From an optimization exercise on the open Yosys and OpenROAD flow, aimed at small area and a short achievable clock period; shortcuts taken in it are not production practice. Only the layout flow was run in this run; the RTL was not checked for function there.

### design/flow/config.mk
export PLATFORM = sky130hd
export DESIGN_NAME = fft_3_8
export DESIGN_NICKNAME = fft_3_8
export VERILOG_FILES = /design/flow/design.v
export SDC_FILE = /design/flow/constraint.sdc
export NUM_CORES = 4
export LEC_CHECK = 0
export CAP_MARGIN = 20
export CORE_MARGIN = 2
export CORE_UTILIZATION = 40
export CTS_CLUSTER_DIAMETER = 100
export CTS_CLUSTER_SIZE = 30
export SETUP_SLACK_MARGIN = 5
export SLEW_MARGIN = 20
### design/flow/constraint.sdc
create_clock -name core_clock -period 9.5 [get_ports {clk}]
set_input_delay 1.9000 -clock core_clock [delete_from_list [all_inputs] [get_ports {clk}]]
set_output_delay 1.9000 -clock core_clock [all_outputs]
set_load 0.01 [all_outputs]
### design/flow/design.v
module fft_3_8 #(
 parameter DBW = 8,
 parameter CBW = 3) (
 input                  clk,
 input                  rstx,
 input                  clear,
 input      [  DBW-1:0] din,
 output reg [2*DBW-1:0] dout );
reg [2:0] cnt;
always @(posedge clk or negedge rstx)
  if (!rstx)      cnt <= 3'd0;
  else if (clear) cnt <= 3'd0;
  else            cnt <= cnt + 3'd1;
wire [2:0] cntn = clear ? 3'd0 : cnt + 3'd1;
wire [7:0] ph  = 8'd1 << cnt;
wire [7:0] phn = 8'd1 << cntn;                       
reg [7:0] din_r, sr1, sr2, sr3, sr4;
wire st1 = ph[5] | ph[6] | ph[7] | ph[0];
reg [7:0] opb;
always @(posedge clk) opb <= (ph[0] | ph[1]) ? sr1 : din;
wire [9:0] sum  = {{2{sr4[7]}}, sr4} + {{2{opb[7]}}, opb} + 10'd1;
wire [8:0] nd = {opb[7], opb} - {sr4[7], sr4};
wire [7:0] s = sum[8:1];
wire       dsat = (sr4 == 8'h7f) && (opb == 8'h80);
wire [7:0] d = dsat ? 8'h81 : nd[8:1];
always @(posedge clk) begin
  din_r <= din;
  sr1   <= st1 ? s : din_r;
  sr2   <= sr1;
  sr3   <= sr2;
  sr4   <= sr3;
end
reg [7:0] d0, d1, d2, d3;       
reg [7:0] c0, c1, c4, c5;       
always @(posedge clk) begin
  if (ph[5]) d0 <= d;
  if (ph[6]) d1 <= d;
  if (ph[7]) d2 <= d;
  if (ph[0]) d3 <= d;
  if (ph[1]) begin c0 <= s; c1 <= d; end
  if (ph[2]) begin c4 <= s; c5 <= d; end
end
reg        tneg;                   
always @(posedge clk) tneg <= phn[5] | phn[6];
wire [9:0] ta3  = {{2{d1[7]}}, d1[7:1], 1'b0} ^ {10{~tneg}};
wire [9:0] ta7  = {{2{d3[7]}}, d3};
wire [1:0] tk   = tneg ? {1'b0, d3[0]} : {d3[0], ~d3[0]};
wire [9:0] t2   = ta3 + ta7 + {8'd0, tk};
reg  [8:0] t;
always @(posedge clk) t <= t2[9:1];
wire [13:0] tx  = {{5{t[8]}}, t};
wire [13:0] q1 = tx << 5, q2 = tx << 3, q3 = tx << 2;
wire [13:0] ps1 = q1 ^ q2 ^ q3;
wire [13:0] pc1 = {(q1[12:0] & q2[12:0]) | (q1[12:0] & q3[12:0]) | (q2[12:0] & q3[12:0]), 1'b0};
wire [13:0] ps2 = ps1 ^ pc1 ^ tx;
wire [13:0] pc2 = {(ps1[12:0] & pc1[12:0]) | (ps1[12:0] & tx[12:0]) | (pc1[12:0] & tx[12:0]), 1'b0};
wire [13:0] p45 = ps2 + pc2;
reg [13:0] wp1, wp2;
reg [7:0]  wa1, wa5;
reg        we;
always @(posedge clk) begin
  if (ph[5]) begin wp1 <= p45; wa1 <= d0; wa5 <= d2; we <= d3[0]; end
  if (ph[6]) wp2 <= p45;
end
reg rA, rB, cx, nre, nim, ni, ken, kep, sat4;
always @(posedge clk or negedge rstx)
  if (!rstx) begin
    rA <= 1'b0; rB <= 1'b1; cx <= 1'b0; nre <= 1'b0; nim <= 1'b1; ni <= 1'b0;
    ken <= 1'b0; kep <= 1'b0;
  end else begin
    rA  <= phn[5] | phn[6];                       
    rB  <= phn[7] | phn[0];                       
    cx  <= phn[1] | phn[2] | phn[3] | phn[4];     
    nre <= phn[6] | phn[2] | phn[3];
    nim <= phn[0] | phn[2] | phn[4];
    ni  <= phn[3] | phn[4];
    ken <= phn[3] & we;
    kep <= phn[4] & we;
  end
reg x4s;
always @(posedge clk) if (ph[3]) x4s <= (c0 == 8'h7f) && (c4 == 8'h80);
always @(posedge clk) sat4 <= x4s & phn[7];
wire [15:0] are = ({16{rA}} & {{2{c0[7]}}, c0, 6'd0})
                | ({16{rB}} & {{2{~c1[7]}}, ~c1, 6'd0})
                | ({16{cx}} & {{3{~wa1[7]}}, ~wa1, 5'd0});
wire [15:0] pre = (({16{rA}} & {{2{c4[7]}}, c4, 6'd0})
                |  ({16{cx}} & {{2{wp1[13]}}, wp1})) ^ {16{nre}};
wire       l1 = wa1[0];
wire [7:0] kre = rB  ? 8'd128
               : ken ? (l1 ? 8'd174 : 8'd142)
               : kep ? (l1 ? 8'd83 : 8'd51)
               : cx  ? ((l1 ? 8'd128 : 8'd96) | {7'd0, nre})
               :       {7'd32, nre};
wire [7:0]  a5x = wa5 ^ {8{ni}};
wire [15:0] aim = {16{cx}} & {{3{a5x[7]}}, a5x, 5'd0};
wire [15:0] pim = (({16{rB}} & {{2{c5[7]}}, c5, 6'd0})
                |  ({16{cx}} & {{2{wp2[13]}}, wp2})) ^ {16{nim}};
wire       q5 = wa5[0];
wire [7:0] kim = rA  ? 8'd0
               : ken ? (q5 ? 8'd83 : 8'd51)
               : kep ? (q5 ? 8'd174 : 8'd142)
               : cx  ? ((ni ? (q5 ? 8'd128 : 8'd96) : (q5 ? 8'd96 : 8'd64)) | {7'd0, nim})
               :       {7'd32, nim};
wire [14:0] sre = are[14:0] ^ pre[14:0] ^ {7'd0, kre};
wire [14:0] cre = {(are[13:0] & pre[13:0]) | ((are[13:0] | pre[13:0]) & {6'd0, kre}), 1'b0};
wire [14:0] sim = aim[14:0] ^ pim[14:0] ^ {7'd0, kim};
wire [14:0] cim = {(aim[13:0] & pim[13:0]) | ((aim[13:0] | pim[13:0]) & {6'd0, kim}), 1'b0};
wire [13:0] lre = {1'b0, sre[12:0]} + {1'b0, cre[12:0]};
wire [13:0] lim = {1'b0, sim[12:0]} + {1'b0, cim[12:0]};
reg [5:0] hre_l, him_l;
reg [1:0] hre_s, hre_c, him_s, him_c;
reg       hre_k, him_k;
always @(posedge clk) begin
  hre_l <= lre[12:7]; hre_k <= lre[13]; hre_s <= sre[14:13]; hre_c <= cre[14:13];
  him_l <= lim[12:7]; him_k <= lim[13]; him_s <= sim[14:13]; him_c <= cim[14:13];
end
wire [1:0] tre = hre_s + hre_c + {1'b0, hre_k};
wire [1:0] tim = him_s + him_c + {1'b0, him_k};
wire [7:0] xre = sat4 ? 8'h7f : {tre, hre_l};
wire [7:0] xim = {tim, him_l};
always @(posedge clk) dout <= {xim, xre};
endmodule
### design/flow/flow/run.sh
#!/bin/bash
set -euo pipefail
MARGIN=${MARGIN:-6.5}
sed "s/SETUP_SLACK_MARGIN=[0-9.]*/SETUP_SLACK_MARGIN=$MARGIN/" standard.sh > margin_flow.sh
bash margin_flow.sh > margin_flow.log 2>&1
### design/flow/standard.sh
#!/bin/bash
# synth_recipe.tcl (not shown) runs the flow's synth.tcl, then flattens the netlist and writes it again
# the make line also repeats each setting of config.mk as NAME=value (left out here)
make -C /OpenROAD-flow-scripts/flow DESIGN_CONFIG=/design/flow/config.mk WORK_HOME=/design/flow/orfs CLKGATE_MAP_FILE= SYNTH_SCRIPT=/design/flow/synth_recipe.tcl "${@:-finish}"
==> run notes <==
## layout by cell type (no fill, tap or decap), drive strengths merged, types with 11 or more instances in the layout
cell type / n
edfxtp: 109
dfxtp: 95
ha: 94
inv: 68
xnor2: 60
nor2: 52
nand2: 40
a21oi: 31
fa: 25
buf: 21
xor2: 19
a22oi: 16
nor3: 16
a21o: 15
mux2: 14
clkbuf: 14
o21ai: 14
dlygate4sd2: 11
## cells by family after synthesis
family          count (synthesis)
compound gates                124
xor+xnor                       79
fa+ha+maj                     119
buf+inv                        88
flops                         215
mux                            17
simple gates                  177
## through the flow
| stage | cells | setup slack, ps | hold slack (ps) | util [%] | area (um2) |
|---|---|---|---|---|---|
| global placement | 1160 | 6100 | 310.2 | 42.98 | 10760 |
| finish | 1195 | 6490 | 317.7 | 46.14 | 11550 |
| global route | 1195 | 6352 | 324.3 | 46.14 | 11550 |
| CTS | 1189 | 6452 | 323.5 | 45.34 | 11350 |
| detailed placement | 1160 | 6029 | 312.1 | 43.01 | 10770 |
| floorplan | 819 | 6437 | 309.6 | - | 10130 |
## metal layers
metal	global-route usage (%)	part of all wire (%)	up-vias
met5	0	0	-
met4	3.017	1.7	0
met3	1.930	4.4	18
met2	26.50	50	82
met1	19.51	44	2798
li1	-	-	2955
## final timing paths
path,to,startpoint,slack (ps),cells after the start
setup / recovery,him_l[5],ni,6490,12
hold / removal,sr3[3],sr2[3],320,0
setup reg to reg,him_l[5],ni,6490,12
hold reg to reg,sr3[3],sr2[3],320,0
max in group asynchronous,rA,rstx,7270,1
min in group asynchronous,ken,rstx,1790,1
## flip-flops by register name, indices dropped and copies added (netlist names), 9 cells and up
signal / flops
wp2: 14
dout: 16
wp1: 14
t: 9
## area by class of cell
type                    instances  area (um2)  area share, %
clock buffers                  14       307.8          2.664
flip-flops and latches        215        5493          47.55
well taps                     330       412.9          3.574
multi-input cells             516        4558          39.46
clock inverters                 3       52.55         0.4549
repair buffers                 48       461.7          3.997
inverters                      69       266.5          2.307
## worst reg2reg max path, cell delays in order (launching register included)
cell      delay (ps)
dfrtp_2          450
ha_4             240
and2_4           150
mux2i_1          190
a21oi_2           90
fa_1             480
ha_4             190
nor2_2           110
nand2_1           70
o211ai_1         270
a21oi_2          120
and3b_1          170
or3_1            360
## timing repair
action,CTS,global route
endpoints found under the setup margin,33,31
pin swaps,5,18
gates cloned,1,0
gates resized for setup,48,39
buffers inserted,11,6
==> results by group <==
Outcome
  – Status: complete, no violations

CTS
  – Clock root buffer: clkbuf_16
  – TritonCTS clock tree: yes
  – CTS clock-pin slew for the worst setup and hold paths: 110 ps
  – Worst-skew pair later-pin latency: 470 ps
  – Clock Sinks: 215
  – CTS Buf Count: 11
  – Maximum clock path buffer count: 3
  – H-tree levels: 1
  – Cts hold-fix bufs: 0

Synth
  – Post-synth top area share: 32.34%
  – Largest cells by area after synthesis: edfxtp_1 32%, dfxtp_1 19%, ha_1 12%, xnor2_1 5.2%, fa_1 4.9%
  – Seq/Total Area, Yosys: 53.88%
  – Yosys warns: 1
  – Number of flops mapped to enable cells by yosys: 109
  – Gate count of the mapped netlist: 819
  – Total nets after synthesis: 949
  – Distinct cells, synth: 66
  – Synth Area in Compound Gates: 8.667%
  – Synth Register Bits: 215
  – Post-Synth Adder-Cell Area: 16.57%
  – Largest family of logic cells by synthesized area: adder cells
  – Synth Flop Type: edfxtp_1
  – Post-synthesis cell area: 10120 um2
  – Async SR Flop Fraction: 5.116%
  – Cell with the most instances after synthesis: edfxtp_1
  – Synth Area in Simple Gates: 8.853%
  – Commonest cells in the netlist: 109 x edfxtp_1, 95 x dfxtp_1, 94 x ha_1
  – Post-synthesis mux area share: 1.855%
  – Most area-hungry cell type in the Yosys netlist: edfxtp_1
  – Post-Synth XOR/XNOR Area: 6.837%
  – Mean post-synth cell area: 12.36 um2

STA
  – Max_slew headroom: 26.16%
  – Fin crit period: 3010 ps
  – Period utilisation layout: 31.68%
  – Clock Skew: 15.56 ps
  – Final slew viol count: 0
  – Slew at the pin closest to its max-slew limit: 1099 ps
  – Fmax: 0.3323 GHz
  – RSZ-0062 raised after global routing: true
  – Setup TNS: 0 ps
  – Final Hold Viols: 0
  – Final setup viols: 0

Critical path
  – Worst path cell trace: ha_4, and2_4, mux2i_1, a21oi_2, fa_1, ha_4, nor2_2, nand2_1, o211ai_1, a21oi_2, and3b_1, or3_1
  – WP data required: 9850 ps
  – Startpoint Class: flop
  – Bufs and invs on worst path: 0
  – Crit path max fanout: 3
  – CP endpoint kind: flop
  – Worst path arrival time: 3360 ps
  – Family with the most delay on the worst path: adder cells
  – CP max stage cell: fa_1
  – Slowest stage delay, CP: 480 ps
  – Kind of critical path: flop to flop

Drt
  – Vias: 5853
  – DR vias/cell: 4.898
  – Post-Route WL: 19.35 mm
  – Drt drc: 0
  – DRT iter0 DRCs: 329
  – WL/cell: 16.19 um
  – Detailed Routing Iterations Pass 1: 5
  – Remaining antenna violation count: 0

Placed design
  – Buffers on Ports: 26
  – Gpl congestion: 0.8392
  – DP Wirelength: 13.94 mm

Floorplanning
  – Top Ports: 27
  – Chip Height: 163.1 um
  – Die span in x: 163.1 um
  – FP Rows: 58
  – Core area: 25040 um2
  – Starting Density: 40.42%
  – Die footprint: 26590 um2

Layout
  – Area Growth Syn to Fin: 14.16%
  – Fillers: 2275
  – Nets: 991
  – Share of cells above drive strength 1: 13.64%
  – # diodes: 0

Hold path
  – Worst hold path type: flop to flop

GRT
  – Vias in the first global route: 5864
  – First-pass GRT wire length: 30.91 mm
  – Initial antenna violation count: 0
  – Congestion Overflow GR: 0
  – Largest net degree at the start of global routing: 40
  – Total global-route track usage: 14.89%

Flow run
  – Max_cap viols: 0

[what the ideal ports hide]
In the flow no input, the clock included, has a driving cell. The finished layout below was timed again as built, in two steps. Step 1 assumes that a clkbuf_16 drives the clock port and a buf_2 every other input. Step 2 also shifts input and output timing later by t, the mid clock arrival at the registers, as if the neighbouring blocks saw the same clock. a / b / c = ideal ports / drivers / drivers and shift; a / b = the first two.
shift t [ns]: 0.499
slack for setup (ns): 6.490 / 6.490 / 6.170
clock arrival spread, ns: 0.016 / 0.016
worst register clock-pin slew, ns: 0.11 / 0.11
worst data-port slew with drivers (ns): 0.03
After both steps this run still meets setup and hold. The setup slack of this run moves by 0.000 ns with the drivers and by -0.320 ns with both steps.
